This is an optimization exercise on Yosys and OpenROAD, whose aim is small area and a short achievable clock period, not a production implementation.
In this exercise RTL edits were held to simulation tests only and were not proved equivalent to the original.

$ cat design/flow/run.sh
#!/bin/bash
# synth_recipe.tcl (not shown) runs the flow's synth.tcl, then flattens the netlist and writes it again
# the make line also repeats each setting of config.mk as NAME=value (left out here)
make -C /OpenROAD-flow-scripts/flow DESIGN_CONFIG=/design/flow/config.mk WORK_HOME=/design/flow/orfs CLKGATE_MAP_FILE= SYNTH_SCRIPT=/design/flow/synth_recipe.tcl finish
$ cat design/flow/config.mk
export PLATFORM = sky130hd
export DESIGN_NAME = neuron
export DESIGN_NICKNAME = neuron
export VERILOG_FILES = /design/flow/design.v
export SDC_FILE = /design/flow/constraint.sdc
export NUM_CORES = 4
export LEC_CHECK = 0
export CAP_MARGIN = 20
export CORE_MARGIN = 2
export CORE_UTILIZATION = 40
export SETUP_SLACK_MARGIN = 4.0
export SLEW_MARGIN = 20
export SYNTH_HIERARCHICAL = 1
export TNS_END_PERCENT = 5
$ cat design/flow/constraint.sdc
create_clock -name core_clock -period 9.5 [get_ports {clk}]
set_input_delay 1.9000 -clock core_clock [delete_from_list [all_inputs] [get_ports {clk}]]
set_output_delay 1.9000 -clock core_clock [all_outputs]
set_load 0.01 [all_outputs]
$ cat design/flow/design.v
`timescale 1ns/1ns
module datapath(
    input clk , rst , ldX , ldT , upd ,
    input signed [6:0] x1in , x2in ,
    input signed [1:0] tin ,
    output [1:0] tout ,
    output eq
);
    reg signed [6:0] x1 , x2 ;
    reg t1 ;
    reg [11:0] w1h , w2h ;
    reg [7:0] bhp ;
    wire ng = upd & tin[1] ;
    wire [11:0] w1n , w2n ;
    wire [7:0] bhn = bhp + {{6{ng}}, upd & ~tin[1], upd} ;
    wire [6:0] x1n = ldX ? x1in : x1 ;
    wire [6:0] x2n = ldX ? x2in : x2 ;
    always @(posedge clk, posedge rst) begin
        if (rst) begin
            x1 <= 0 ; x2 <= 0 ; t1 <= 0 ;
            w1h <= 0 ; w2h <= 0 ; bhp <= 8'd16 ;
        end else begin
            x1 <= x1n ; x2 <= x2n ;
            if (ldT) t1 <= tin[1] ;
            w1h <= w1n ; w2h <= w2n ; bhp <= bhn ;
        end
    end
    wire n1 = x1in[0] ^ tin[1];
    wire n2 = upd & n1;
    wire n3 = x1in[1] ^ tin[1];
    wire n4 = upd & n3;
    wire n5 = x1in[2] ^ tin[1];
    wire n6 = upd & n5;
    wire n7 = x1in[3] ^ tin[1];
    wire n8 = upd & n7;
    wire n9 = x1in[4] ^ tin[1];
    wire n10 = upd & n9;
    wire n11 = x1in[5] ^ tin[1];
    wire n12 = upd & n11;
    wire n13 = x1in[6] ^ tin[1];
    wire n14 = upd & n13;
    wire n15, n16;
    fa u_n15 (.a(w1h[0]), .b(n2), .c(ng), .s(n15), .co(n16));
    wire n17, n18;
    fa u_n17 (.a(w1h[1]), .b(n4), .c(n2), .s(n17), .co(n18));
    wire n19, n20;
    fa u_n19 (.a(w1h[2]), .b(n6), .c(n4), .s(n19), .co(n20));
    wire n21, n22;
    fa u_n21 (.a(w1h[3]), .b(n8), .c(n6), .s(n21), .co(n22));
    wire n23, n24;
    fa u_n23 (.a(w1h[4]), .b(n10), .c(n8), .s(n23), .co(n24));
    wire n25, n26;
    fa u_n25 (.a(w1h[5]), .b(n12), .c(n10), .s(n25), .co(n26));
    wire n27, n28;
    fa u_n27 (.a(w1h[6]), .b(n14), .c(n12), .s(n27), .co(n28));
    wire n29, n30;
    fa u_n29 (.a(w1h[7]), .b(n14), .c(n14), .s(n29), .co(n30));
    wire n31, n32;
    fa u_n31 (.a(w1h[8]), .b(n14), .c(n14), .s(n31), .co(n32));
    wire n33, n34;
    fa u_n33 (.a(w1h[9]), .b(n14), .c(n14), .s(n33), .co(n34));
    wire n35, n36;
    fa u_n35 (.a(w1h[10]), .b(n14), .c(n14), .s(n35), .co(n36));
    wire n37, n37_nc;
    fa u_n37 (.a(w1h[11]), .b(n14), .c(n14), .s(n37), .co(n37_nc));
    wire n38 = n15 & ng;
    wire n39 = n17 & n16;
    wire n40 = n19 & n18;
    wire n41 = n21 & n20;
    wire n42 = n23 & n22;
    wire n43 = n25 & n24;
    wire n44 = n27 & n26;
    wire n45 = n29 & n28;
    wire n46 = n31 & n30;
    wire n47 = n33 & n32;
    wire n48 = n35 & n34;
    wire n49 = n37 & n36;
    wire n50 = n15 ^ ng;
    wire n51 = n17 ^ n16;
    wire n52 = n19 ^ n18;
    wire n53 = n21 ^ n20;
    wire n54 = n23 ^ n22;
    wire n55 = n25 ^ n24;
    wire n56 = n27 ^ n26;
    wire n57 = n29 ^ n28;
    wire n58 = n31 ^ n30;
    wire n59 = n33 ^ n32;
    wire n60 = n35 ^ n34;
    wire n61 = n37 ^ n36;
    wire n62;
    ao21 u_n62 (.g(n38), .p(n50), .c(ng), .y(n62));
    wire n63;
    ao21 u_n63 (.g(n39), .p(n51), .c(n62), .y(n63));
    wire n64 = n51 & n50;
    wire n65;
    ao21 u_n65 (.g(n41), .p(n53), .c(n40), .y(n65));
    wire n66 = n53 & n52;
    wire n67;
    ao21 u_n67 (.g(n43), .p(n55), .c(n42), .y(n67));
    wire n68 = n55 & n54;
    wire n69;
    ao21 u_n69 (.g(n45), .p(n57), .c(n44), .y(n69));
    wire n70 = n57 & n56;
    wire n71;
    ao21 u_n71 (.g(n47), .p(n59), .c(n46), .y(n71));
    wire n72 = n59 & n58;
    wire n73;
    ao21 u_n73 (.g(n49), .p(n61), .c(n48), .y(n73));
    wire n74 = n61 & n60;
    wire n75;
    ao21 u_n75 (.g(n40), .p(n52), .c(n63), .y(n75));
    wire n76 = n52 & n64;
    wire n77;
    ao21 u_n77 (.g(n65), .p(n66), .c(n63), .y(n77));
    wire n78 = n66 & n64;
    wire n79;
    ao21 u_n79 (.g(n44), .p(n56), .c(n67), .y(n79));
    wire n80 = n56 & n68;
    wire n81;
    ao21 u_n81 (.g(n69), .p(n70), .c(n67), .y(n81));
    wire n82 = n70 & n68;
    wire n83;
    ao21 u_n83 (.g(n48), .p(n60), .c(n71), .y(n83));
    wire n84 = n60 & n72;
    wire n85;
    ao21 u_n85 (.g(n73), .p(n74), .c(n71), .y(n85));
    wire n86 = n74 & n72;
    wire n87;
    ao21 u_n87 (.g(n42), .p(n54), .c(n77), .y(n87));
    wire n88 = n54 & n78;
    wire n89;
    ao21 u_n89 (.g(n67), .p(n68), .c(n77), .y(n89));
    wire n90 = n68 & n78;
    wire n91;
    ao21 u_n91 (.g(n79), .p(n80), .c(n77), .y(n91));
    wire n92 = n80 & n78;
    wire n93;
    ao21 u_n93 (.g(n81), .p(n82), .c(n77), .y(n93));
    wire n94 = n82 & n78;
    wire n95;
    ao21 u_n95 (.g(n46), .p(n58), .c(n93), .y(n95));
    wire n96 = n58 & n94;
    wire n97;
    ao21 u_n97 (.g(n71), .p(n72), .c(n93), .y(n97));
    wire n98 = n72 & n94;
    wire n99;
    ao21 u_n99 (.g(n83), .p(n84), .c(n93), .y(n99));
    wire n100 = n84 & n94;
    wire n101;
    ao21 u_n101 (.g(n85), .p(n86), .c(n93), .y(n101));
    wire n102 = n86 & n94;
    wire n103 = n50 ^ ng;
    wire n104 = n51 ^ n62;
    wire n105 = n52 ^ n63;
    wire n106 = n53 ^ n75;
    wire n107 = n54 ^ n77;
    wire n108 = n55 ^ n87;
    wire n109 = n56 ^ n89;
    wire n110 = n57 ^ n91;
    wire n111 = n58 ^ n93;
    wire n112 = n59 ^ n95;
    wire n113 = n60 ^ n97;
    wire n114 = n61 ^ n99;
    wire n115 = x2in[0] ^ tin[1];
    wire n116 = upd & n115;
    wire n117 = x2in[1] ^ tin[1];
    wire n118 = upd & n117;
    wire n119 = x2in[2] ^ tin[1];
    wire n120 = upd & n119;
    wire n121 = x2in[3] ^ tin[1];
    wire n122 = upd & n121;
    wire n123 = x2in[4] ^ tin[1];
    wire n124 = upd & n123;
    wire n125 = x2in[5] ^ tin[1];
    wire n126 = upd & n125;
    wire n127 = x2in[6] ^ tin[1];
    wire n128 = upd & n127;
    wire n129, n130;
    fa u_n129 (.a(w2h[0]), .b(n116), .c(ng), .s(n129), .co(n130));
    wire n131, n132;
    fa u_n131 (.a(w2h[1]), .b(n118), .c(n116), .s(n131), .co(n132));
    wire n133, n134;
    fa u_n133 (.a(w2h[2]), .b(n120), .c(n118), .s(n133), .co(n134));
    wire n135, n136;
    fa u_n135 (.a(w2h[3]), .b(n122), .c(n120), .s(n135), .co(n136));
    wire n137, n138;
    fa u_n137 (.a(w2h[4]), .b(n124), .c(n122), .s(n137), .co(n138));
    wire n139, n140;
    fa u_n139 (.a(w2h[5]), .b(n126), .c(n124), .s(n139), .co(n140));
    wire n141, n142;
    fa u_n141 (.a(w2h[6]), .b(n128), .c(n126), .s(n141), .co(n142));
    wire n143, n144;
    fa u_n143 (.a(w2h[7]), .b(n128), .c(n128), .s(n143), .co(n144));
    wire n145, n146;
    fa u_n145 (.a(w2h[8]), .b(n128), .c(n128), .s(n145), .co(n146));
    wire n147, n148;
    fa u_n147 (.a(w2h[9]), .b(n128), .c(n128), .s(n147), .co(n148));
    wire n149, n150;
    fa u_n149 (.a(w2h[10]), .b(n128), .c(n128), .s(n149), .co(n150));
    wire n151, n151_nc;
    fa u_n151 (.a(w2h[11]), .b(n128), .c(n128), .s(n151), .co(n151_nc));
    wire n152 = n129 & ng;
    wire n153 = n131 & n130;
    wire n154 = n133 & n132;
    wire n155 = n135 & n134;
    wire n156 = n137 & n136;
    wire n157 = n139 & n138;
    wire n158 = n141 & n140;
    wire n159 = n143 & n142;
    wire n160 = n145 & n144;
    wire n161 = n147 & n146;
    wire n162 = n149 & n148;
    wire n163 = n151 & n150;
    wire n164 = n129 ^ ng;
    wire n165 = n131 ^ n130;
    wire n166 = n133 ^ n132;
    wire n167 = n135 ^ n134;
    wire n168 = n137 ^ n136;
    wire n169 = n139 ^ n138;
    wire n170 = n141 ^ n140;
    wire n171 = n143 ^ n142;
    wire n172 = n145 ^ n144;
    wire n173 = n147 ^ n146;
    wire n174 = n149 ^ n148;
    wire n175 = n151 ^ n150;
    wire n176;
    ao21 u_n176 (.g(n152), .p(n164), .c(ng), .y(n176));
    wire n177;
    ao21 u_n177 (.g(n153), .p(n165), .c(n176), .y(n177));
    wire n178 = n165 & n164;
    wire n179;
    ao21 u_n179 (.g(n155), .p(n167), .c(n154), .y(n179));
    wire n180 = n167 & n166;
    wire n181;
    ao21 u_n181 (.g(n157), .p(n169), .c(n156), .y(n181));
    wire n182 = n169 & n168;
    wire n183;
    ao21 u_n183 (.g(n159), .p(n171), .c(n158), .y(n183));
    wire n184 = n171 & n170;
    wire n185;
    ao21 u_n185 (.g(n161), .p(n173), .c(n160), .y(n185));
    wire n186 = n173 & n172;
    wire n187;
    ao21 u_n187 (.g(n163), .p(n175), .c(n162), .y(n187));
    wire n188 = n175 & n174;
    wire n189;
    ao21 u_n189 (.g(n154), .p(n166), .c(n177), .y(n189));
    wire n190 = n166 & n178;
    wire n191;
    ao21 u_n191 (.g(n179), .p(n180), .c(n177), .y(n191));
    wire n192 = n180 & n178;
    wire n193;
    ao21 u_n193 (.g(n158), .p(n170), .c(n181), .y(n193));
    wire n194 = n170 & n182;
    wire n195;
    ao21 u_n195 (.g(n183), .p(n184), .c(n181), .y(n195));
    wire n196 = n184 & n182;
    wire n197;
    ao21 u_n197 (.g(n162), .p(n174), .c(n185), .y(n197));
    wire n198 = n174 & n186;
    wire n199;
    ao21 u_n199 (.g(n187), .p(n188), .c(n185), .y(n199));
    wire n200 = n188 & n186;
    wire n201;
    ao21 u_n201 (.g(n156), .p(n168), .c(n191), .y(n201));
    wire n202 = n168 & n192;
    wire n203;
    ao21 u_n203 (.g(n181), .p(n182), .c(n191), .y(n203));
    wire n204 = n182 & n192;
    wire n205;
    ao21 u_n205 (.g(n193), .p(n194), .c(n191), .y(n205));
    wire n206 = n194 & n192;
    wire n207;
    ao21 u_n207 (.g(n195), .p(n196), .c(n191), .y(n207));
    wire n208 = n196 & n192;
    wire n209;
    ao21 u_n209 (.g(n160), .p(n172), .c(n207), .y(n209));
    wire n210 = n172 & n208;
    wire n211;
    ao21 u_n211 (.g(n185), .p(n186), .c(n207), .y(n211));
    wire n212 = n186 & n208;
    wire n213;
    ao21 u_n213 (.g(n197), .p(n198), .c(n207), .y(n213));
    wire n214 = n198 & n208;
    wire n215;
    ao21 u_n215 (.g(n199), .p(n200), .c(n207), .y(n215));
    wire n216 = n200 & n208;
    wire n217 = n164 ^ ng;
    wire n218 = n165 ^ n176;
    wire n219 = n166 ^ n177;
    wire n220 = n167 ^ n189;
    wire n221 = n168 ^ n191;
    wire n222 = n169 ^ n201;
    wire n223 = n170 ^ n203;
    wire n224 = n171 ^ n205;
    wire n225 = n172 ^ n207;
    wire n226 = n173 ^ n209;
    wire n227 = n174 ^ n211;
    wire n228 = n175 ^ n213;
    wire n229 = w1h[0] & w2h[0];
    wire n230 = w1h[1] & w2h[1];
    wire n231 = w1h[2] & w2h[2];
    wire n232 = w1h[3] & w2h[3];
    wire n233 = w1h[4] & w2h[4];
    wire n234 = w1h[5] & w2h[5];
    wire n235 = w1h[6] & w2h[6];
    wire n236 = w1h[7] & w2h[7];
    wire n237 = w1h[8] & w2h[8];
    wire n238 = w1h[9] & w2h[9];
    wire n239 = w1h[10] & w2h[10];
    wire n240 = w1h[11] & w2h[11];
    wire n241 = w1h[11] & w2h[11];
    wire n242 = w1h[0] ^ w2h[0];
    wire n243 = w1h[1] ^ w2h[1];
    wire n244 = w1h[2] ^ w2h[2];
    wire n245 = w1h[3] ^ w2h[3];
    wire n246 = w1h[4] ^ w2h[4];
    wire n247 = w1h[5] ^ w2h[5];
    wire n248 = w1h[6] ^ w2h[6];
    wire n249 = w1h[7] ^ w2h[7];
    wire n250 = w1h[8] ^ w2h[8];
    wire n251 = w1h[9] ^ w2h[9];
    wire n252 = w1h[10] ^ w2h[10];
    wire n253 = w1h[11] ^ w2h[11];
    wire n254 = w1h[11] ^ w2h[11];
    wire n255;
    ao21 u_n255 (.g(n230), .p(n243), .c(n229), .y(n255));
    wire n256 = n243 & n242;
    wire n257;
    ao21 u_n257 (.g(n232), .p(n245), .c(n231), .y(n257));
    wire n258 = n245 & n244;
    wire n259;
    ao21 u_n259 (.g(n234), .p(n247), .c(n233), .y(n259));
    wire n260 = n247 & n246;
    wire n261;
    ao21 u_n261 (.g(n236), .p(n249), .c(n235), .y(n261));
    wire n262 = n249 & n248;
    wire n263;
    ao21 u_n263 (.g(n238), .p(n251), .c(n237), .y(n263));
    wire n264 = n251 & n250;
    wire n265;
    ao21 u_n265 (.g(n240), .p(n253), .c(n239), .y(n265));
    wire n266 = n253 & n252;
    wire n267;
    ao21 u_n267 (.g(n231), .p(n244), .c(n255), .y(n267));
    wire n268 = n244 & n256;
    wire n269;
    ao21 u_n269 (.g(n257), .p(n258), .c(n255), .y(n269));
    wire n270 = n258 & n256;
    wire n271;
    ao21 u_n271 (.g(n235), .p(n248), .c(n259), .y(n271));
    wire n272 = n248 & n260;
    wire n273;
    ao21 u_n273 (.g(n261), .p(n262), .c(n259), .y(n273));
    wire n274 = n262 & n260;
    wire n275;
    ao21 u_n275 (.g(n239), .p(n252), .c(n263), .y(n275));
    wire n276 = n252 & n264;
    wire n277;
    ao21 u_n277 (.g(n265), .p(n266), .c(n263), .y(n277));
    wire n278 = n266 & n264;
    wire n279;
    ao21 u_n279 (.g(n233), .p(n246), .c(n269), .y(n279));
    wire n280 = n246 & n270;
    wire n281;
    ao21 u_n281 (.g(n259), .p(n260), .c(n269), .y(n281));
    wire n282 = n260 & n270;
    wire n283;
    ao21 u_n283 (.g(n271), .p(n272), .c(n269), .y(n283));
    wire n284 = n272 & n270;
    wire n285;
    ao21 u_n285 (.g(n273), .p(n274), .c(n269), .y(n285));
    wire n286 = n274 & n270;
    wire n287;
    ao21 u_n287 (.g(n241), .p(n254), .c(n277), .y(n287));
    wire n288 = n254 & n278;
    wire n289;
    ao21 u_n289 (.g(n237), .p(n250), .c(n285), .y(n289));
    wire n290 = n250 & n286;
    wire n291;
    ao21 u_n291 (.g(n263), .p(n264), .c(n285), .y(n291));
    wire n292 = n264 & n286;
    wire n293;
    ao21 u_n293 (.g(n275), .p(n276), .c(n285), .y(n293));
    wire n294 = n276 & n286;
    wire n295;
    ao21 u_n295 (.g(n277), .p(n278), .c(n285), .y(n295));
    wire n296 = n278 & n286;
    wire n297;
    ao21 u_n297 (.g(n287), .p(n288), .c(n285), .y(n297));
    wire n298 = n288 & n286;
    wire n299 = n243 ^ n229;
    wire n300 = n244 ^ n255;
    wire n301 = n245 ^ n267;
    wire n302 = n246 ^ n269;
    wire n303 = n247 ^ n279;
    wire n304 = n248 ^ n281;
    wire n305 = n249 ^ n283;
    wire n306 = n250 ^ n285;
    wire n307 = n251 ^ n289;
    wire n308 = n252 ^ n291;
    wire n309 = n253 ^ n293;
    wire n310 = n254 ^ n295;
    wire n311 = x1n[0] ? (x2n[0] ? n300 : w1h[2]) : (x2n[0] & w2h[2]);
    wire n312 = x1n[0] ? (x2n[0] ? n301 : w1h[3]) : (x2n[0] & w2h[3]);
    wire n313 = x1n[0] ? (x2n[0] ? n302 : w1h[4]) : (x2n[0] & w2h[4]);
    wire n314 = x1n[0] ? (x2n[0] ? n303 : w1h[5]) : (x2n[0] & w2h[5]);
    wire n315 = x1n[0] ? (x2n[0] ? n304 : w1h[6]) : (x2n[0] & w2h[6]);
    wire n316 = x1n[0] ? (x2n[0] ? n305 : w1h[7]) : (x2n[0] & w2h[7]);
    wire n317 = x1n[0] ? (x2n[0] ? n306 : w1h[8]) : (x2n[0] & w2h[8]);
    wire n318 = x1n[0] ? (x2n[0] ? n307 : w1h[9]) : (x2n[0] & w2h[9]);
    wire n319 = x1n[0] ? (x2n[0] ? n308 : w1h[10]) : (x2n[0] & w2h[10]);
    wire n320 = x1n[0] ? (x2n[0] ? n309 : w1h[11]) : (x2n[0] & w2h[11]);
    wire n321 = x1n[0] ? (x2n[0] ? n310 : w1h[11]) : (x2n[0] & w2h[11]);
    wire n322 = ~n321;
    wire n323 = x1n[1] ? (x2n[1] ? n299 : w1h[1]) : (x2n[1] & w2h[1]);
    wire n324 = x1n[1] ? (x2n[1] ? n300 : w1h[2]) : (x2n[1] & w2h[2]);
    wire n325 = x1n[1] ? (x2n[1] ? n301 : w1h[3]) : (x2n[1] & w2h[3]);
    wire n326 = x1n[1] ? (x2n[1] ? n302 : w1h[4]) : (x2n[1] & w2h[4]);
    wire n327 = x1n[1] ? (x2n[1] ? n303 : w1h[5]) : (x2n[1] & w2h[5]);
    wire n328 = x1n[1] ? (x2n[1] ? n304 : w1h[6]) : (x2n[1] & w2h[6]);
    wire n329 = x1n[1] ? (x2n[1] ? n305 : w1h[7]) : (x2n[1] & w2h[7]);
    wire n330 = x1n[1] ? (x2n[1] ? n306 : w1h[8]) : (x2n[1] & w2h[8]);
    wire n331 = x1n[1] ? (x2n[1] ? n307 : w1h[9]) : (x2n[1] & w2h[9]);
    wire n332 = x1n[1] ? (x2n[1] ? n308 : w1h[10]) : (x2n[1] & w2h[10]);
    wire n333 = x1n[1] ? (x2n[1] ? n309 : w1h[11]) : (x2n[1] & w2h[11]);
    wire n334 = x1n[1] ? (x2n[1] ? n310 : w1h[11]) : (x2n[1] & w2h[11]);
    wire n335 = ~n334;
    wire n336 = x1n[2] ? (x2n[2] ? n242 : w1h[0]) : (x2n[2] & w2h[0]);
    wire n337 = x1n[2] ? (x2n[2] ? n299 : w1h[1]) : (x2n[2] & w2h[1]);
    wire n338 = x1n[2] ? (x2n[2] ? n300 : w1h[2]) : (x2n[2] & w2h[2]);
    wire n339 = x1n[2] ? (x2n[2] ? n301 : w1h[3]) : (x2n[2] & w2h[3]);
    wire n340 = x1n[2] ? (x2n[2] ? n302 : w1h[4]) : (x2n[2] & w2h[4]);
    wire n341 = x1n[2] ? (x2n[2] ? n303 : w1h[5]) : (x2n[2] & w2h[5]);
    wire n342 = x1n[2] ? (x2n[2] ? n304 : w1h[6]) : (x2n[2] & w2h[6]);
    wire n343 = x1n[2] ? (x2n[2] ? n305 : w1h[7]) : (x2n[2] & w2h[7]);
    wire n344 = x1n[2] ? (x2n[2] ? n306 : w1h[8]) : (x2n[2] & w2h[8]);
    wire n345 = x1n[2] ? (x2n[2] ? n307 : w1h[9]) : (x2n[2] & w2h[9]);
    wire n346 = x1n[2] ? (x2n[2] ? n308 : w1h[10]) : (x2n[2] & w2h[10]);
    wire n347 = x1n[2] ? (x2n[2] ? n309 : w1h[11]) : (x2n[2] & w2h[11]);
    wire n348 = x1n[2] ? (x2n[2] ? n310 : w1h[11]) : (x2n[2] & w2h[11]);
    wire n349 = ~n348;
    wire n350 = x1n[3] ? (x2n[3] ? n242 : w1h[0]) : (x2n[3] & w2h[0]);
    wire n351 = x1n[3] ? (x2n[3] ? n299 : w1h[1]) : (x2n[3] & w2h[1]);
    wire n352 = x1n[3] ? (x2n[3] ? n300 : w1h[2]) : (x2n[3] & w2h[2]);
    wire n353 = x1n[3] ? (x2n[3] ? n301 : w1h[3]) : (x2n[3] & w2h[3]);
    wire n354 = x1n[3] ? (x2n[3] ? n302 : w1h[4]) : (x2n[3] & w2h[4]);
    wire n355 = x1n[3] ? (x2n[3] ? n303 : w1h[5]) : (x2n[3] & w2h[5]);
    wire n356 = x1n[3] ? (x2n[3] ? n304 : w1h[6]) : (x2n[3] & w2h[6]);
    wire n357 = x1n[3] ? (x2n[3] ? n305 : w1h[7]) : (x2n[3] & w2h[7]);
    wire n358 = x1n[3] ? (x2n[3] ? n306 : w1h[8]) : (x2n[3] & w2h[8]);
    wire n359 = x1n[3] ? (x2n[3] ? n307 : w1h[9]) : (x2n[3] & w2h[9]);
    wire n360 = x1n[3] ? (x2n[3] ? n308 : w1h[10]) : (x2n[3] & w2h[10]);
    wire n361 = x1n[3] ? (x2n[3] ? n309 : w1h[11]) : (x2n[3] & w2h[11]);
    wire n362 = x1n[3] ? (x2n[3] ? n310 : w1h[11]) : (x2n[3] & w2h[11]);
    wire n363 = ~n362;
    wire n364 = x1n[4] ? (x2n[4] ? n242 : w1h[0]) : (x2n[4] & w2h[0]);
    wire n365 = x1n[4] ? (x2n[4] ? n299 : w1h[1]) : (x2n[4] & w2h[1]);
    wire n366 = x1n[4] ? (x2n[4] ? n300 : w1h[2]) : (x2n[4] & w2h[2]);
    wire n367 = x1n[4] ? (x2n[4] ? n301 : w1h[3]) : (x2n[4] & w2h[3]);
    wire n368 = x1n[4] ? (x2n[4] ? n302 : w1h[4]) : (x2n[4] & w2h[4]);
    wire n369 = x1n[4] ? (x2n[4] ? n303 : w1h[5]) : (x2n[4] & w2h[5]);
    wire n370 = x1n[4] ? (x2n[4] ? n304 : w1h[6]) : (x2n[4] & w2h[6]);
    wire n371 = x1n[4] ? (x2n[4] ? n305 : w1h[7]) : (x2n[4] & w2h[7]);
    wire n372 = x1n[4] ? (x2n[4] ? n306 : w1h[8]) : (x2n[4] & w2h[8]);
    wire n373 = x1n[4] ? (x2n[4] ? n307 : w1h[9]) : (x2n[4] & w2h[9]);
    wire n374 = x1n[4] ? (x2n[4] ? n308 : w1h[10]) : (x2n[4] & w2h[10]);
    wire n375 = x1n[4] ? (x2n[4] ? n309 : w1h[11]) : (x2n[4] & w2h[11]);
    wire n376 = x1n[5] ? (x2n[5] ? n242 : w1h[0]) : (x2n[5] & w2h[0]);
    wire n377 = x1n[5] ? (x2n[5] ? n299 : w1h[1]) : (x2n[5] & w2h[1]);
    wire n378 = x1n[5] ? (x2n[5] ? n300 : w1h[2]) : (x2n[5] & w2h[2]);
    wire n379 = x1n[5] ? (x2n[5] ? n301 : w1h[3]) : (x2n[5] & w2h[3]);
    wire n380 = x1n[5] ? (x2n[5] ? n302 : w1h[4]) : (x2n[5] & w2h[4]);
    wire n381 = x1n[5] ? (x2n[5] ? n303 : w1h[5]) : (x2n[5] & w2h[5]);
    wire n382 = x1n[5] ? (x2n[5] ? n304 : w1h[6]) : (x2n[5] & w2h[6]);
    wire n383 = x1n[5] ? (x2n[5] ? n305 : w1h[7]) : (x2n[5] & w2h[7]);
    wire n384 = x1n[5] ? (x2n[5] ? n306 : w1h[8]) : (x2n[5] & w2h[8]);
    wire n385 = x1n[5] ? (x2n[5] ? n307 : w1h[9]) : (x2n[5] & w2h[9]);
    wire n386 = x1n[5] ? (x2n[5] ? n308 : w1h[10]) : (x2n[5] & w2h[10]);
    wire n387 = x1n[6] ? (x2n[6] ? n242 : w1h[0]) : (x2n[6] & w2h[0]);
    wire n388 = ~n387;
    wire n389 = x1n[6] ? (x2n[6] ? n299 : w1h[1]) : (x2n[6] & w2h[1]);
    wire n390 = ~n389;
    wire n391 = x1n[6] ? (x2n[6] ? n300 : w1h[2]) : (x2n[6] & w2h[2]);
    wire n392 = ~n391;
    wire n393 = x1n[6] ? (x2n[6] ? n301 : w1h[3]) : (x2n[6] & w2h[3]);
    wire n394 = ~n393;
    wire n395 = x1n[6] ? (x2n[6] ? n302 : w1h[4]) : (x2n[6] & w2h[4]);
    wire n396 = ~n395;
    wire n397 = x1n[6] ? (x2n[6] ? n303 : w1h[5]) : (x2n[6] & w2h[5]);
    wire n398 = ~n397;
    wire n399 = x1n[6] ? (x2n[6] ? n304 : w1h[6]) : (x2n[6] & w2h[6]);
    wire n400 = ~n399;
    wire n401 = x1n[6] ? (x2n[6] ? n305 : w1h[7]) : (x2n[6] & w2h[7]);
    wire n402 = ~n401;
    wire n403 = x1n[6] ? (x2n[6] ? n306 : w1h[8]) : (x2n[6] & w2h[8]);
    wire n404 = ~n403;
    wire n405 = x1n[6] ? (x2n[6] ? n307 : w1h[9]) : (x2n[6] & w2h[9]);
    wire n406 = ~n405;
    wire n407 = x1n[0] & w1h[0];
    wire n408 = x2n[0] & w2h[0];
    wire n409 = x1n[1] & w1h[0];
    wire n410 = x1n[0] & w1h[1];
    wire n411 = x2n[1] & w2h[0];
    wire n412 = x2n[0] & w2h[1];
    wire n413 = n409 & n410;
    wire n414 = n411 & n412;
    wire n415 = n409 & n411;
    wire n416 = ~n415;
    wire n417 = n410 & n412;
    wire n418 = ~n417;
    wire n419 = n410 ^ n412;
    wire n420 = n407 & n408 & n419;
    wire n421 = ~n420;
    wire n422 = 1'b1;
    wire n423 = 1'b1;
    wire n424 = 1'b1;
    wire n425, n426;
    fa u_n425 (.a(n422), .b(n311), .c(n323), .s(n425), .co(n426));
    wire n427, n428;
    fa u_n427 (.a(n336), .b(n413), .c(n414), .s(n427), .co(n428));
    wire n429, n430;
    fa u_n429 (.a(n416), .b(n418), .c(n421), .s(n429), .co(n430));
    wire n431, n432;
    fa u_n431 (.a(n425), .b(n427), .c(n429), .s(n431), .co(n432));
    wire n433, n434;
    fa u_n433 (.a(n312), .b(n324), .c(n337), .s(n433), .co(n434));
    wire n435, n436;
    fa u_n435 (.a(n350), .b(n426), .c(n428), .s(n435), .co(n436));
    wire n437, n438;
    fa u_n437 (.a(n430), .b(n433), .c(n435), .s(n437), .co(n438));
    wire n439, n440;
    fa u_n439 (.a(n423), .b(n313), .c(n325), .s(n439), .co(n440));
    wire n441, n442;
    fa u_n441 (.a(n338), .b(n351), .c(n364), .s(n441), .co(n442));
    wire n443, n444;
    fa u_n443 (.a(n434), .b(n439), .c(n441), .s(n443), .co(n444));
    wire n445, n446;
    fa u_n445 (.a(n436), .b(n443), .c(n438), .s(n445), .co(n446));
    wire n447, n448;
    fa u_n447 (.a(n424), .b(n314), .c(n326), .s(n447), .co(n448));
    wire n449, n450;
    fa u_n449 (.a(n339), .b(n352), .c(n365), .s(n449), .co(n450));
    wire n451, n452;
    fa u_n451 (.a(n376), .b(n440), .c(n442), .s(n451), .co(n452));
    wire n453, n454;
    fa u_n453 (.a(n447), .b(n449), .c(n451), .s(n453), .co(n454));
    wire n455, n456;
    fa u_n455 (.a(n444), .b(n453), .c(n446), .s(n455), .co(n456));
    wire n457, n458;
    fa u_n457 (.a(n315), .b(n327), .c(n340), .s(n457), .co(n458));
    wire n459, n460;
    fa u_n459 (.a(n353), .b(n366), .c(n377), .s(n459), .co(n460));
    wire n461, n462;
    fa u_n461 (.a(n388), .b(n448), .c(n450), .s(n461), .co(n462));
    wire n463, n464;
    fa u_n463 (.a(n457), .b(n459), .c(n452), .s(n463), .co(n464));
    wire n465, n466;
    fa u_n465 (.a(n461), .b(n454), .c(n463), .s(n465), .co(n466));
    wire n467, n468;
    fa u_n467 (.a(n316), .b(n328), .c(n341), .s(n467), .co(n468));
    wire n469, n470;
    fa u_n469 (.a(n354), .b(n367), .c(n378), .s(n469), .co(n470));
    wire n471, n472;
    fa u_n471 (.a(n390), .b(n458), .c(n460), .s(n471), .co(n472));
    wire n473, n474;
    fa u_n473 (.a(n467), .b(n469), .c(n462), .s(n473), .co(n474));
    wire n475, n476;
    fa u_n475 (.a(n471), .b(n464), .c(n473), .s(n475), .co(n476));
    wire n477, n478;
    fa u_n477 (.a(bhp[0]), .b(n317), .c(n329), .s(n477), .co(n478));
    wire n479, n480;
    fa u_n479 (.a(n342), .b(n355), .c(n368), .s(n479), .co(n480));
    wire n481, n482;
    fa u_n481 (.a(n379), .b(n392), .c(n468), .s(n481), .co(n482));
    wire n483, n484;
    fa u_n483 (.a(n470), .b(n477), .c(n479), .s(n483), .co(n484));
    wire n485, n486;
    fa u_n485 (.a(n472), .b(n481), .c(n483), .s(n485), .co(n486));
    wire n487, n488;
    fa u_n487 (.a(n474), .b(n485), .c(n476), .s(n487), .co(n488));
    wire n489, n490;
    fa u_n489 (.a(bhp[1]), .b(n318), .c(n330), .s(n489), .co(n490));
    wire n491, n492;
    fa u_n491 (.a(n343), .b(n356), .c(n369), .s(n491), .co(n492));
    wire n493, n494;
    fa u_n493 (.a(n380), .b(n394), .c(n478), .s(n493), .co(n494));
    wire n495, n496;
    fa u_n495 (.a(n480), .b(n489), .c(n491), .s(n495), .co(n496));
    wire n497, n498;
    fa u_n497 (.a(n482), .b(n493), .c(n484), .s(n497), .co(n498));
    wire n499, n500;
    fa u_n499 (.a(n495), .b(n486), .c(n497), .s(n499), .co(n500));
    wire n501, n502;
    fa u_n501 (.a(bhp[2]), .b(n319), .c(n331), .s(n501), .co(n502));
    wire n503, n504;
    fa u_n503 (.a(n344), .b(n357), .c(n370), .s(n503), .co(n504));
    wire n505, n506;
    fa u_n505 (.a(n381), .b(n396), .c(n490), .s(n505), .co(n506));
    wire n507, n508;
    fa u_n507 (.a(n492), .b(n501), .c(n503), .s(n507), .co(n508));
    wire n509, n510;
    fa u_n509 (.a(n494), .b(n505), .c(n496), .s(n509), .co(n510));
    wire n511, n512;
    fa u_n511 (.a(n507), .b(n498), .c(n509), .s(n511), .co(n512));
    wire n513, n514;
    fa u_n513 (.a(bhp[3]), .b(n320), .c(n332), .s(n513), .co(n514));
    wire n515, n516;
    fa u_n515 (.a(n345), .b(n358), .c(n371), .s(n515), .co(n516));
    wire n517, n518;
    fa u_n517 (.a(n382), .b(n398), .c(n502), .s(n517), .co(n518));
    wire n519, n520;
    fa u_n519 (.a(n504), .b(n513), .c(n515), .s(n519), .co(n520));
    wire n521, n522;
    fa u_n521 (.a(n506), .b(n517), .c(n508), .s(n521), .co(n522));
    wire n523, n524;
    fa u_n523 (.a(n519), .b(n510), .c(n521), .s(n523), .co(n524));
    wire n525, n526;
    fa u_n525 (.a(bhp[4]), .b(n322), .c(n333), .s(n525), .co(n526));
    wire n527, n528;
    fa u_n527 (.a(n346), .b(n359), .c(n372), .s(n527), .co(n528));
    wire n529, n530;
    fa u_n529 (.a(n383), .b(n400), .c(n514), .s(n529), .co(n530));
    wire n531, n532;
    fa u_n531 (.a(n516), .b(n525), .c(n527), .s(n531), .co(n532));
    wire n533, n534;
    fa u_n533 (.a(n518), .b(n529), .c(n520), .s(n533), .co(n534));
    wire n535, n536;
    fa u_n535 (.a(n531), .b(n522), .c(n533), .s(n535), .co(n536));
    wire n537, n538;
    fa u_n537 (.a(bhp[5]), .b(n335), .c(n347), .s(n537), .co(n538));
    wire n539, n540;
    fa u_n539 (.a(n360), .b(n373), .c(n384), .s(n539), .co(n540));
    wire n541, n542;
    fa u_n541 (.a(n402), .b(n526), .c(n528), .s(n541), .co(n542));
    wire n543, n544;
    fa u_n543 (.a(n537), .b(n539), .c(n530), .s(n543), .co(n544));
    wire n545, n546;
    fa u_n545 (.a(n541), .b(n532), .c(n534), .s(n545), .co(n546));
    wire n547, n548;
    fa u_n547 (.a(n543), .b(n536), .c(n545), .s(n547), .co(n548));
    wire n549, n550;
    fa u_n549 (.a(bhp[6]), .b(n349), .c(n361), .s(n549), .co(n550));
    wire n551, n552;
    fa u_n551 (.a(n374), .b(n385), .c(n404), .s(n551), .co(n552));
    wire n553, n554;
    fa u_n553 (.a(n538), .b(n540), .c(n549), .s(n553), .co(n554));
    wire n555, n556;
    fa u_n555 (.a(n551), .b(n542), .c(n553), .s(n555), .co(n556));
    wire n557, n558;
    fa u_n557 (.a(n544), .b(n555), .c(n546), .s(n557), .co(n558));
    wire n559, n559_nc;
    fa u_n559 (.a(bhp[7]), .b(n363), .c(n375), .s(n559), .co(n559_nc));
    wire n560, n560_nc;
    fa u_n560 (.a(n386), .b(n406), .c(n550), .s(n560), .co(n560_nc));
    wire n561, n561_nc;
    fa u_n561 (.a(n552), .b(n559), .c(n560), .s(n561), .co(n561_nc));
    wire n562, n562_nc;
    fa u_n562 (.a(n554), .b(n556), .c(n561), .s(n562), .co(n562_nc));
    assign w1n = {n114, n113, n112, n111, n110, n109, n108, n107, n106, n105, n104, n103} ;
    assign w2n = {n228, n227, n226, n225, n224, n223, n222, n221, n220, n219, n218, n217} ;
    reg [22:0] cs ;
    always @(posedge clk, posedge rst) begin
        if (rst) cs <= 23'b11101101010101010101011 ;
        else cs <= {n547, n487, n455, n431, n445, n562, n558, n557, n548, n535, n524, n523, n512, n511, n500, n499, n488, n475, n466, n465, n456, n437, n432} ;
    end
    wire n563 = cs[0] & cs[1];
    wire n564 = cs[0] ^ cs[1];
    wire n565 = cs[2] & cs[3];
    wire n566 = cs[2] ^ cs[3];
    wire n567 = cs[4] & cs[5];
    wire n568 = cs[4] ^ cs[5];
    wire n569 = cs[6] & cs[7];
    wire n570 = cs[6] ^ cs[7];
    wire n571 = cs[8] & cs[9];
    wire n572 = cs[8] ^ cs[9];
    wire n573 = cs[10] & cs[11];
    wire n574 = cs[10] ^ cs[11];
    wire n575 = cs[12] & cs[13];
    wire n576 = cs[12] ^ cs[13];
    wire n577 = cs[14] & cs[15];
    wire n578 = cs[14] ^ cs[15];
    wire n579 = cs[16] & cs[17];
    wire n580 = cs[16] ^ cs[17];
    wire n581 = cs[18] & n563;
    wire n582 = cs[18] & n564;
    wire n583 = n582 & cs[19];
    wire n584;
    ao21 u_n584 (.g(n567), .p(n568), .c(n565), .y(n584));
    wire n585 = n568 & n566;
    wire n586 = n585 & cs[20];
    wire n587;
    ao21 u_n587 (.g(n584), .p(n586), .c(n581), .y(n587));
    wire n588 = n586 & n583;
    wire n589;
    ao21 u_n589 (.g(n571), .p(n572), .c(n569), .y(n589));
    wire n590 = n572 & n570;
    wire n591 = n590 & cs[21];
    wire n592;
    ao21 u_n592 (.g(n575), .p(n576), .c(n573), .y(n592));
    wire n593 = n576 & n574;
    wire n594 = n578 & cs[22];
    wire n595;
    ao21 u_n595 (.g(n577), .p(n594), .c(n592), .y(n595));
    wire n596 = n594 & n593;
    wire n597;
    ao21 u_n597 (.g(n595), .p(n596), .c(n589), .y(n597));
    wire n598 = n596 & n591;
    wire n599;
    ao21 u_n599 (.g(n597), .p(n598), .c(n587), .y(n599));
    wire n600 = n598 & n588;
    wire n601, n601_nc;
    fa u_n601 (.a(cs[16]), .b(cs[17]), .c(n599), .s(n601), .co(n601_nc));
    assign eq = ~(n601 ^ t1) ;
    assign tout = { n601 , 1'b1 } ;
endmodule
module ao21(input g, p, c, output y);
    assign y = g | p & c ;
endmodule
module fa(input a, b, c, output s, co);
    assign s = a ^ b ^ c ;
    assign co = a & b | a & c | b & c ;
endmodule
`timescale 1ns/1ns
module controller(
    input clk , rst , eq , start , EOF , EOI ,
    output ldX , ldT , upd , updating ,
    output reg learned
);
    reg [2:0] ps, ns;
    localparam [2:0] idle = 0, starting = 1, toLearn = 2, getX = 3, update = 4, test = 5;
    always @(*) begin
        case (ps)
            idle     : ns = start ? starting : idle;
            starting : ns = learned ? test : toLearn;
            toLearn  : ns = getX;
            getX     : ns = EOF ? starting : (eq ? getX : update);
            update   : ns = getX;
            test     : ns = EOI ? idle : test;
            default  : ns = idle;
        endcase
    end
    assign ldX = (ps == getX) | (ps == test);
    assign ldT = (ps == getX);
    assign upd = (ps == getX) & ~EOF & ~eq;
    assign updating = (ps == getX) & ~eq;
    always @(posedge clk, posedge rst) begin
        if (rst) learned <= 1'b0;
        else if (ns == toLearn) learned <= 1'b1;
        else if (ns == update) learned <= 1'b0;
    end
    always @(posedge clk, posedge rst) begin
        if (rst) ps <= idle;
        else ps <= ns;
    end
endmodule
`timescale 1ns/1ns
module neuron(
    input clk , rst , start , EOI , EOF ,
    input signed [6:0] x1 , x2 ,
    input signed [1:0] tin ,
    output learned , updating ,
    output signed [1:0] tout
);
    wire ldX, ldT, upd, eq;
    datapath dp(
        .clk(clk), .rst(rst), .ldX(ldX), .ldT(ldT), .upd(upd),
        .x1in(x1), .x2in(x2), .tin(tin), .tout(tout), .eq(eq)
    );
    controller ct(
        .clk(clk), .rst(rst), .eq(eq), .start(start), .EOF(EOF), .EOI(EOI),
        .ldX(ldX), .ldT(ldT), .upd(upd), .updating(updating), .learned(learned)
    );
endmodule
==> impl_results.md, run 1 <==
* Count of warnings emitted by yosys at 8
* Tot GR Track Use at 20.7%
* Number of synthesized flops with an enable pin at 0
* Fmax achieved at 186 MHz
* Number of cells produced by synthesis at 814
* Max-cap violations at 0
* Setup repair after global routing missed its margin: yes
* Die outline area at 20900 sq um
* Clock Tree Buf Depth at 2
* Clock transition time at the flip-flop clock pins of the worst setup and hold paths at around 0.060 ns
* Largest fanout on the critical path at 12
* M3 GR Usage at under 10%
* Final global-route overflow total at 0
* DRC violations left at 0
* Routability congestion estimate from global placement at 0.903
* Number of buffers added by the clock tree synthesis step at 9
* Die height at 145 microns
* Worst setup SP type: primary input
* WL per Instance at 17.7 microns
* Mean post-synth cell area at about 10 sq um
* Type of element capturing the critical path: register
* Setup violations, final at 0
* Number of global-route vias before repair at approximately 6000
* RR Startpoint: dp.cs[15]
* Setup TNS at 0 ns
* Number of DRC violations after detailed-routing iteration 0 at about 470
* Number of synthesized register bits at 73
* TritonCTS clock tree: built
* Part of the Yosys area used for sequential elements at a little under a quarter
* Global-route wire length before repair at 32800 microns
* Worst setup path start: x1[3]
* R2R cell count at 21
* IO Port Bufs at 22
* Clock Tree Root: clkbuf_16
* Multi-input gate area at 5840 sq um
* 1st-pass router iterations at 5
* Core area at 19500 sq um
* Final-report hold violation count at 0
* Number of standard cells in the final layout excluding fillers at 1110
* Worst min-delay path category: register to register
* Aggregate routed wire length at 19600 microns
* Detailed-route via count at around 5800
* Number of placement rows at between 50 and 60
* Effective utilization at floorplan at 40.7%
* Final clock skew at 0.00801 ns
* Grt met2 use at 31.8%
* Critical Path Sink: dp.cs[22]
* Ratio of cells with drive above 1 in the final layout at roughly a tenth
* Post-layout min period at approximately 5.4 ns
* Setup slack of the worst register-to-register path at 4.22 ns
* Arrival time at the worst endpoint at 5.65 ns
* Area growth from synthesis to layout at 11.5%
* Count of fill cells added during filler insertion at 1854
* DP Cell Count at 1079
* Most instantiated flip-flop cell in the synthesis netlist: dfrtp_1
* Layer with the highest usage after global routing: met2
* Largest net degree at the start of global routing at 70
* Vias per std cell at 5.24
* Count of nets after finishing at 1002
* Reg area at between 1500 and 2000 sq um
* Total number of clock tree sinks at 73
* Clk Latency, worst-skew pair at 0.35 ns
* Area of the mapped netlist at about 7900 sq um
* Final clock period utilization by the worst path at 56.5%
* Count of boundary I/O pins at 25
* Final-layout worst hold slack at 0.507 ns
* Status: timing/DRC/antenna clean
* Slew at the pin with the worst max-slew slack at 0.915 ns
* Initial antenna violation count at 0
* Category of the most critical setup path: primary input to register
* DPL Wire Length at about 15000 microns
* Async set-reset flop share out of synthesis at 100%
* Library cells used by synthesis at 48
* Number of nets with antenna violations after routing at 0
* Count of final max-slew check failures at 0
* Max-slew headroom at 39.0%
* Met1 demand-to-capacity share in global routing at between 20% and 30%
* Critical Path RT at 9.78 ns
* H-Tree Depth at 3
* Number of inserted diodes at 0
* Terminus of the critical flop-to-flop path: dp.w2h[11]
* Die outline width at approximately 140 microns
## area by class of cell
type / count / area share [%]
clock buffer: 13 / 2.84
clock inverter: 3 / 0.454
inverter: 22 / 1.02
multi-input combinational: 686 / 66.2
sequential: 73 / 20.9
tap: 265 / 3.76
timing repair buffer: 48 / 4.79
## sequential cells by signal, indices dropped and copies added, names as in the netlist
name	count
dp.x1	7
dp.cs	22
ct.learned	1
dp.bhp	8
dp.t1	1
dp.w2h	12
ct.ps	3
dp.x2	7
dp.w1h	12
## kinds of logic (layout without fill, tap and decap cells)
group / count (synthesis) / after routing / share of synthesized area (%)
compound gates: 231 / 231 / 17.3
simple gates: 222 / 222 / 12.9
fa+ha+maj: 141 / 141 / 31.5
flops: 73 / 73 / 23.3
xor+xnor: 61 / 61 / 6.75
buf+inv: 59 / 86 / 4.09
mux: 26 / 27 / 4.05
other cells: 1 / 4 / 0.0474
## placed cells by master, fill, tap and decap left out, drive strengths merged, types with 13 or more instances in the layout
cell / count
clkbuf: 13
a21oi: 64
fa: 97
inv: 20
clkdlybuf4s50: 22
ha: 44
nand2: 81
dfrtp: 58
nor2: 77
dfstp: 15
and2: 36
o21ai: 84
xor2: 38
mux2i: 25
buf: 26
xnor2: 23
a21o: 63
## Yosys cell counts (all sizes together) (24+ instances only)
library cell | number | area share [%]
nor2 | 77 | 3.8
fa | 97 | 25
dfrtp | 58 | 18
nand2 | 81 | 3.8
mux2i | 24 | 3.7
and2 | 36 | 2.8
o21ai | 84 | 5.3
ha | 44 | 7.0
xor2 | 38 | 4.2
buf | 25 | 2.5
a21oi | 64 | 4.0
a21o | 63 | 6.0
## modules after synthesis (local to each module, per instance), excerpt
module,flip-flops and latches,area [sq um],cells inside
controller,4,263,31
ao21,0,7.51,1
fa,0,20.0,1
datapath,69,5260,624
## worst min-delay path by stage
stage / start / endpoint / slack, ns / cells past startpoint
6_report: dp.bhp[7] / dp.bhp[7] / 0.51 / 1
5_1_grt: dp.bhp[7] / dp.bhp[7] / 0.54 / 1
4_1_cts: dp.bhp[7] / dp.bhp[7] / 0.52 / 1
3_5_place_dp: dp.bhp[7] / dp.bhp[7] / 0.50 / 1
3_3_place_gp: dp.bhp[7] / dp.bhp[7] / 0.50 / 1
2_1_floorplan: dp.bhp[7] / dp.bhp[7] / 0.48 / 1
## metrics by stage
stage / util (%) / worst slack (ns) / area, sq um
floorplan: - / 4.45 / 7930
CTS: 44.6 / 3.91 / 8690
detailed placement: 42.8 / 2.97 / 8330
global route: 45.3 / 3.91 / 8820
global placement: 42.8 / 3.04 / 8330
finish: 45.3 / 4.13 / 8820
## critical path, stage by stage
cell and delay (ns):
clkdlybuf4s50_1 0.57, mux2i_4 0.40, nor2_1 0.07, buf_4 0.19
nand2_1 0.07, o21ai_0 0.12, fa_1 0.48, fa_1 0.45
fa_1 0.46, fa_1 0.40, fa_1 0.52
## routing by layer
metal / up-vias / routed length [microns]
met5: - / 0
met4: 0 / 587
met3: 28 / 967
met2: 164 / 8890
met1: 2815 / 9190
li1: 2808 / -
## what timing repair did
item / 4_1_cts / 5_1_grt
hold buffers: 0 / 0
setup buffers: 1 / 13
gates resized for setup: 10 / 6
cloned: 0 / 1
setup endpoints to repair: 18 / 16
hold endpoints to repair: 0 / 0
pin swaps: 0 / 1
==> run 2, diff against run 1 <==
--- a/design/flow/config.mk
+++ b/design/flow/config.mk
@@ -9,4 +9,4 @@
 export CORE_MARGIN = 2
-export CORE_UTILIZATION = 40
-export SETUP_SLACK_MARGIN = 4.0
+export CORE_UTILIZATION = 60
+export SETUP_SLACK_MARGIN = 4.5
 export SLEW_MARGIN = 20
==> run 2 against run 1 <==
Effect of this change:
- still clean on timing, DRC and antenna
- hold slack better by 0.043 ns
- synthesized cell count is the same
- sequential cell count unchanged
- maximum frequency rose by 8.7%
- utilization up 29 points
- worst setup slack improved by 0.43 ns
- critical path type is now register to register
==> impl_results.md, run 2 <==
* Final clock period utilization by the worst path at 52.0% (-4.5 points)
* Routability congestion estimate from global placement at 0.962 (+6.5%)
* Number of global-route vias before repair at 6718 (+12%)
* Vias per std cell at 6.19 (+18%)
* Setup violations, final at 0 (unchanged)
* R2R cell count at 14 (-33%)
* 1st-pass router iterations at 7 (+2)
* Core area at 12800 sq um (-34%)
* Number of buffers added by the clock tree synthesis step at 9 (unchanged)
* Mean post-synth cell area at 9.72 sq um (unchanged)
* Arrival time at the worst endpoint at 5.23 ns (-0.42 ns)
* DRC violations left at 0 (unchanged)
* Count of warnings emitted by yosys at 8 (unchanged)
* Most instantiated flip-flop cell in the synthesis netlist: dfrtp_1
* Final-report hold violation count at 0 (unchanged)
* Status: timing/DRC/antenna clean
* Clock Tree Buf Depth at 2 (unchanged)
* Instance count along the most critical hold path at 1 (unchanged)
* Layout Utilization at 74.6% (+29 points)
* Yosys top cell by area: fa_1
* Die outline area at 14100 sq um (-33%)
* Dominant cell by count in the synthesized netlist: fa_1
* DPL Wire Length at 15400 microns (+2.6%)
* Most common cell after layout, fill and taps aside: fa_1
* Count of final max-slew check failures at 0 (unchanged)
* Area growth from synthesis to layout at 20.3%
* Clk Latency, worst-skew pair at 0.35 ns (about the same)
* Reg area at 1850 sq um (+0.41%)
* Worst min-delay path category: register to register
* Commonest cells post-synth: fa_1, nand2_1, nor2_1
* Aggregate routed wire length at 23500 microns (+20%)
* Area of the mapped netlist at 7920 sq um (unchanged)
* Number of synthesized flops with an enable pin at 0 (unchanged)
* Clock transition time at the flip-flop clock pins of the worst setup and hold paths at 0.06 ns (about the same)
* Detailed-route via count at 6665 (+15%)
* Terminus of the critical flop-to-flop path: dp.cs[22]
* Setup repair after global routing missed its margin: yes
* Final clock skew at 0.00636 ns (-0.00165 ns)
* Final global-route overflow total at 0 (unchanged)
* Most area-consuming cells after synthesis: fa_1, dfrtp_1, ha_1
* Multi-input gate area at 6120 sq um (+4.8%)
* Category of the most critical setup path: register to register
* Most used cells in the layout excluding fill and tap cells: fa_1, nand2_1, nor2_1, buf_4, a21oi_1
* Die outline width at 119 microns (-18%)
* WL per Instance at 21.8 microns (+23%)
* Effective utilization at floorplan at 62.0% (+21 points)
* Standard cell area after detailed placement at 8220 sq um (-1.4%)
* Number of inserted diodes at 0 (unchanged)
* Part of the Yosys area used for sequential elements at 23.3% (unchanged)
* Number of flip-flops under the largest register name at 22 (unchanged)
* Setup TNS at 0 ns (unchanged)
* Fmax achieved at 203 MHz (+8.7%)
* Global-route wire length before repair at 36700 microns (+12%)
* Largest net degree at the start of global routing at 70 (unchanged)
* Die height at 119 microns (-18%)
* Number of synthesized register bits at 73 (unchanged)
* Final-layout worst hold slack at 0.550 ns (+0.0432 ns)
* Max-cap violations at 0 (unchanged)
* Type of element capturing the critical path: register
* Number of placement rows at 41 (-20%)
* Worst setup SP type: register
* Total number of clock tree sinks at 73 (unchanged)
* Tot GR Track Use at 34.1% (+13 points)
* Number of DRC violations after detailed-routing iteration 0 at 733 (+56%)
* H-Tree Depth at 3 (unchanged)
* Number of cells produced by synthesis at 814 (unchanged)
* RR Startpoint: dp.w1h[1]
* Critical Path RT at 9.79 ns (about the same)
* Largest fanout on the critical path at 9 (-3)
* Clock Tree Root: clkbuf_16
* Count of fill cells added during filler insertion at 900 (-51%)
* Setup slack of the worst register-to-register path at 4.56 ns (+0.34 ns)
* Ratio of cells with drive above 1 in the final layout at 22.2% (+13 points)
* Post-layout min period at 4.94 ns (-0.430 ns)
* Fraction of synthesized cell area taken by the top area cell type at 24.5% (unchanged)
* Slew at the pin with the worst max-slew slack at 0.915 ns (+0.000198 ns)
* Number of nets with antenna violations after routing at 0 (unchanged)
* Largest reg by FF count: dp.cs
* Worst hold start: dp.bhp[7]
* Registers with the most flip-flops: dp.cs (22), dp.w1h (12), dp.w2h (12)
* Async set-reset flop share out of synthesis at 100% (unchanged)
* Library cells used by synthesis at 48 (unchanged)
* Initial antenna violation count at 0 (unchanged)
* Max-slew headroom at 39.0% (about the same)
* IO Port Bufs at 22 (unchanged)
* Count of nets after finishing at 1062 (+6.0%)
* Count of boundary I/O pins at 25 (unchanged)
* Design Area, Final at 9520 sq um (+7.9%)
* TritonCTS clock tree: built
* Terminating pin of the worst hold path: dp.bhp[7]
==> run 2: cell families after synthesis <==
logic type,share of synthesized area (%)
buffers and inverters,4.09
AOI/OAI and AO/OA,17.3
muxes,4.05
xor gates and xnor gates,6.75
and+or+nand+nor,12.9
DFF,23.3
other,0.0474
adders and majority gates,31.5
==> run 2: final cells by class <==
type,instances,share of cell area (%)
clock buffer,9,2.36
clock inverter,7,1.04
inverter,22,0.972
multi-input combinational,687,64.3
sequential,73,19.5
tap,172,2.26
timing repair buffer,107,9.63
==> run 2: metal layers <==
layer  GRT usage (%)  wire length, microns
met2            53.6                 10700
met5               0                     0
met1            43.8                  8940
met4            17.0                  1350
met3            9.20                  2450
==> run 2: how the worst max path moves through the flow <==
stage	endpoint	startpoint	cells after the start
after CTS	dp.cs[21]	x2[3]	14
after global placement	dp.cs[22]	x2[1]	11
after global routing	dp.w1h[11]	dp.cs[13]	20
after detailed placement	dp.cs[22]	x2[1]	11
final	dp.cs[22]	dp.w1h[1]	14
after floorplan	dp.cs[22]	x2[3]	11
==> run 2: per-module statistics from Yosys (local to each module, per instance), excerpt <==
module	cells inside	cell area (sq um)	flops+latches	times used
ao21	1	7.51	0	63
controller	31	263	4	1
datapath	624	5260	69	1
fa	1	20.0	0	96
==> run 2: timing repair <==
item,4_1_cts,5_1_grt
setup endpoints to repair,38,21
resized for setup,44,75
pin swaps,10,25
endpoints found under the hold margin,0,0
gates cloned,6,2
setup buffers,36,31
hold buffers,0,0
==> run 2: through the flow <==
step / worst slack, ns / instances
final: 4.56 / 1077
after global routing: 4.42 / 1077
after CTS: 4.35 / 1044
after detailed placement: 2.89 / 986
after global placement: 3.03 / 986
after floorplan: 4.51 / 817
==> run 2: worst max-delay path, stage by stage, from the launching register on <==
cell	delay (ns)
dfrtp_1	0.52
ha_1	0.39
a21o_1	0.23
a21o_1	0.28
a21o_1	0.28
a21o_1	0.21
xnor2_2	0.33
nor2_1	0.07
a21oi_1	0.16
o21ai_2	0.08
fa_1	0.46
fa_1	0.47
fa_1	0.42
fa_1	0.46
fa_1	0.51
==> run 3, diff against run 2 <==
--- a/design/flow/config.mk
+++ b/design/flow/config.mk
@@ -9,3 +9,3 @@
 export CORE_MARGIN = 2
-export CORE_UTILIZATION = 60
+export CORE_UTILIZATION = 40
 export SETUP_SLACK_MARGIN = 4.5
==> run 3 against run 2 <==
Effect of this change:
- still clean
- synthesized area did not move
- final cell count up 8.1%
- first-iteration DRC count shrank 19%
- clock skew is 0.011 ns higher
- critical path type is now primary input to register
- critical endpoint is now dp.w2h[11]
==> impl_results.md, run 3 <==
* Status: timing/DRC/antenna clean
* Hold-fix buffers at CTS at 0 (unchanged)
* Tot GR Track Use at 22.5% (-12 points)
* Number of synthesized register bits at 73 (unchanged)
* Final clock period utilization by the worst path at 51.7% (-0.22 points)
* Post-layout min period at 4.92 ns (-0.0212 ns)
* Initial antenna violation count at 0 (unchanged)
* Largest net degree at the start of global routing at 70 (unchanged)
* Clock Tree Buf Depth at 2 (unchanged)
* Max-slew headroom at 40.6% (+1.6 points)
* R2R cell count at 20 (+6)
* Category of the most critical setup path: primary input to register
* Worst hold start: dp.bhp[7]
* H-Tree Depth at 3 (unchanged)
* Critical Path RT at 9.74 ns (-0.05 ns)
* Die height at 145 microns (+22%)
* Vias per std cell at 5.41 (-13%)
* Die outline area at 20900 sq um (+48%)
* Mean post-synth cell area at 9.72 sq um (unchanged)
* Number of placement rows at 51 (+24%)
* Number of buffers added by the clock tree synthesis step at 9 (unchanged)
* Registers with the most flip-flops: dp.cs (22), dp.w1h (12), dp.w2h (12)
* Setup repair after global routing missed its margin: yes
* Library cells used by synthesis at 48 (unchanged)
* Dominant cell by count in the synthesized netlist: fa_1
* Terminating pin of the worst hold path: dp.bhp[7]
* TritonCTS clock tree: built
* Number of nets with antenna violations after routing at 0 (unchanged)
* Count of final max-slew check failures at 0 (unchanged)
* Most used cells in the layout excluding fill and tap cells: fa_1, nand2_1, nor2_1, a21oi_1, buf_4
* Number of flip-flops under the largest register name at 22 (unchanged)
* Largest fanout on the critical path at 19 (+10)
* Detailed-route via count at 6294 (-5.6%)
* Commonest cells post-synth: fa_1, nand2_1, nor2_1
* Most common cell after layout, fill and taps aside: fa_1
* Clock Tree Root: clkbuf_16
* Count of boundary I/O pins at 25 (unchanged)
* Ratio of cells with drive above 1 in the final layout at 21.4% (-0.85 points)
* Area growth from synthesis to layout at 20.1%
* Total number of clock tree sinks at 73 (unchanged)
* DPL Wire Length at 15200 microns (-1.1%)
* Final clock skew at 0.0170 ns (+0.0107 ns)
* Most instantiated flip-flop cell in the synthesis netlist: dfrtp_1
* Aggregate routed wire length at 21700 microns (-7.5%)
* Clock transition time at the flip-flop clock pins of the worst setup and hold paths at 0.06 ns (about the same)
* Fmax achieved at 203 MHz (+0.43%)
* Number of cells produced by synthesis at 814 (unchanged)
* Area of the mapped netlist at 7920 sq um (unchanged)
* Count of fill cells added during filler insertion at 1808 (+100%)
* WL per Instance at 18.7 microns (-14%)
* Part of the Yosys area used for sequential elements at 23.3% (unchanged)
* Worst setup SP type: primary input
* Effective utilization at floorplan at 40.7% (-21 points)
* Largest reg by FF count: dp.cs
* Setup slack of the worst register-to-register path at 4.66 ns (+0.10 ns)
* RR Startpoint: dp.cs[13]
* Max-cap violations at 0 (unchanged)
* Setup TNS at 0 ns (unchanged)
* Yosys top cell by area: fa_1
* Core area at 19500 sq um (+52%)
* Number of global-route vias before repair at 6285 (-6.4%)
* Instance count along the most critical hold path at 1 (unchanged)
* IO Port Bufs at 22 (unchanged)
* Fraction of synthesized cell area taken by the top area cell type at 24.5% (unchanged)
* Final global-route overflow total at 0 (unchanged)
* Type of element capturing the critical path: register
* Worst min-delay path category: register to register
* Final-report hold violation count at 0 (unchanged)
* Die outline width at 145 microns (+22%)
* Terminus of the critical flop-to-flop path: dp.w2h[11]
* Count of warnings emitted by yosys at 8 (unchanged)
* Global-route wire length before repair at 35300 microns (-3.6%)
* Slew at the pin with the worst max-slew slack at 0.891 ns (-0.0243 ns)
* Clk Latency, worst-skew pair at 0.35 ns (about the same)
* Arrival time at the worst endpoint at 5.16 ns (-0.07 ns)
* 1st-pass router iterations at 5 (-2)
* Routability congestion estimate from global placement at 0.898 (-6.6%)
* Async set-reset flop share out of synthesis at 100% (unchanged)
* Setup violations, final at 0 (unchanged)
* Count of nets after finishing at 1056 (-0.56%)
* Number of DRC violations after detailed-routing iteration 0 at 594 (-19%)
* Final-layout worst hold slack at 0.510 ns (-0.0396 ns)
* DRC violations left at 0 (unchanged)
* Number of inserted diodes at 0 (unchanged)
* Number of synthesized flops with an enable pin at 0 (unchanged)
* Most area-consuming cells after synthesis: fa_1, dfrtp_1, ha_1
run 3: cell counts after synthesis:
Identical to the previous run, type by type.
run 3: through the flow:
| stage | util, % | cells | instance area [sq um] | worst slack, ns |
|---|---|---|---|---|
| after floorplan | - | 817 | 7930 | 4.51 |
| after global routing | 48.8 | 1164 | 9510 | 4.49 |
| final | 48.8 | 1164 | 9510 | 4.58 |
| after CTS | 46.4 | 1133 | 9040 | 4.39 |
| after detailed placement | 42.8 | 1079 | 8330 | 2.96 |
| after global placement | 42.8 | 1079 | 8330 | 2.99 |
run 3: cell type report:
class / count / area, sq um / area share, %
clock buffer: 11 / 243 / 2.55
timing repair buffer: 100 / 838 / 8.82
multi-input combinational: 688 / 6100 / 64.2
inverter: 22 / 101 / 1.07
clock inverter: 5 / 37.5 / 0.395
tap: 265 / 332 / 3.49
sequential: 73 / 1850 / 19.5
run 3: cells by family (layout without fill, tap and decap cells):
family	after synthesis	in the layout	synth area share, %
other	1	4	0.0474
multiplexers	26	28	4.05
buffers and inverters	59	138	4.09
AO/OA/AOI/OAI	231	231	17.3
adder cells (fa/ha/maj)	141	141	31.5
AND/OR/NAND/NOR	222	223	12.9
XOR/XNOR	61	61	6.75
flip-flops	73	73	23.3
run 3: timing repair:
action	in CTS	in global routing
buffers inserted	30	29
resized for setup	43	77
setup endpoints to repair	41	19
cloned	8	2
pin swaps	8	31
run 3: worst max-delay path by stage:
| stage | startpoint | to | depth (start not counted) |
|---|---|---|---|
| 2_1_floorplan | x2[3] | dp.cs[22] | 11 |
| 6_report | tin[1] | dp.w2h[11] | 13 |
| 4_1_cts | dp.cs[15] | dp.w2h[11] | 20 |
| 5_1_grt | dp.cs[13] | dp.w2h[11] | 20 |
| 3_5_place_dp | x2[1] | dp.cs[22] | 11 |
| 3_3_place_gp | x2[1] | dp.cs[22] | 11 |
run 3: worst max-delay path, cell delays in order:
cell and delay, ns:
clkdlybuf4s50_1 0.45, buf_4 0.36, xor2_1 0.22, and2_4 0.20, fa_1 0.46, ha_4 0.24
a21o_1 0.18, a21o_1 0.22, a21o_4 0.24, a21o_4 0.23, a21o_1 0.19, xnor2_2 0.14
xnor2_1 0.12
run 3: per-layer routing:
| metal | part of all wire (%) | track usage [%] | up-vias | wire length, microns |
|---|---|---|---|---|
| met5 | 0 | 0 | - | 0 |
| met4 | 3.3 | 8.99 | 0 | 714 |
| met3 | 6.7 | 3.82 | 54 | 1470 |
| met2 | 47 | 36.0 | 267 | 10200 |
| met1 | 43 | 30.7 | 3045 | 9360 |
| li1 | - | - | 2928 | - |
run 3: modules after synthesis (local to each module, per instance), a selection:
module | times used | cell area (sq um)
datapath | 1 | 5260
controller | 1 | 263
fa | 96 | 20.0
ao21 | 63 | 7.51

==> afterwards: timing with drivers on the ports <==
No port has a modelled driver above. Below, the same layouts with a new extraction and two added sets of constraints.
Step 1 sets driving cells, clkbuf_16 on the clock port and buf_2 on the other inputs (assumed; they add their load-dependent delay and slew).
Step 2, shift: input delay + t, output delay - t, t = (earliest + latest rising clock arrival at the registers) / 2. This alone moves slack from input paths to output paths.
Slacks: ideal / step 1 / step 2; pairs: ideal / step 1.
run | t (ns) | setup WS [ns] | worst hold slack (ns) | slew at the worst register clock pin (ns)
run 1 | 0.387 | 4.134 / 4.156 / 3.769 | 0.507 / 0.507 / 0.507 | 0.06 / 0.06
run 2 | 0.394 | 4.563 / 4.538 / 4.195 | 0.550 / 0.550 / 0.550 | 0.06 / 0.06
run 3 | 0.392 | 4.585 / 4.606 / 4.215 | 0.510 / 0.510 / 0.510 | 0.07 / 0.07
After both steps setup and hold are still met in every run listed. The setup slack of run 3, which loses most, moves by +0.021 ns with the drivers and by -0.370 ns with both steps.
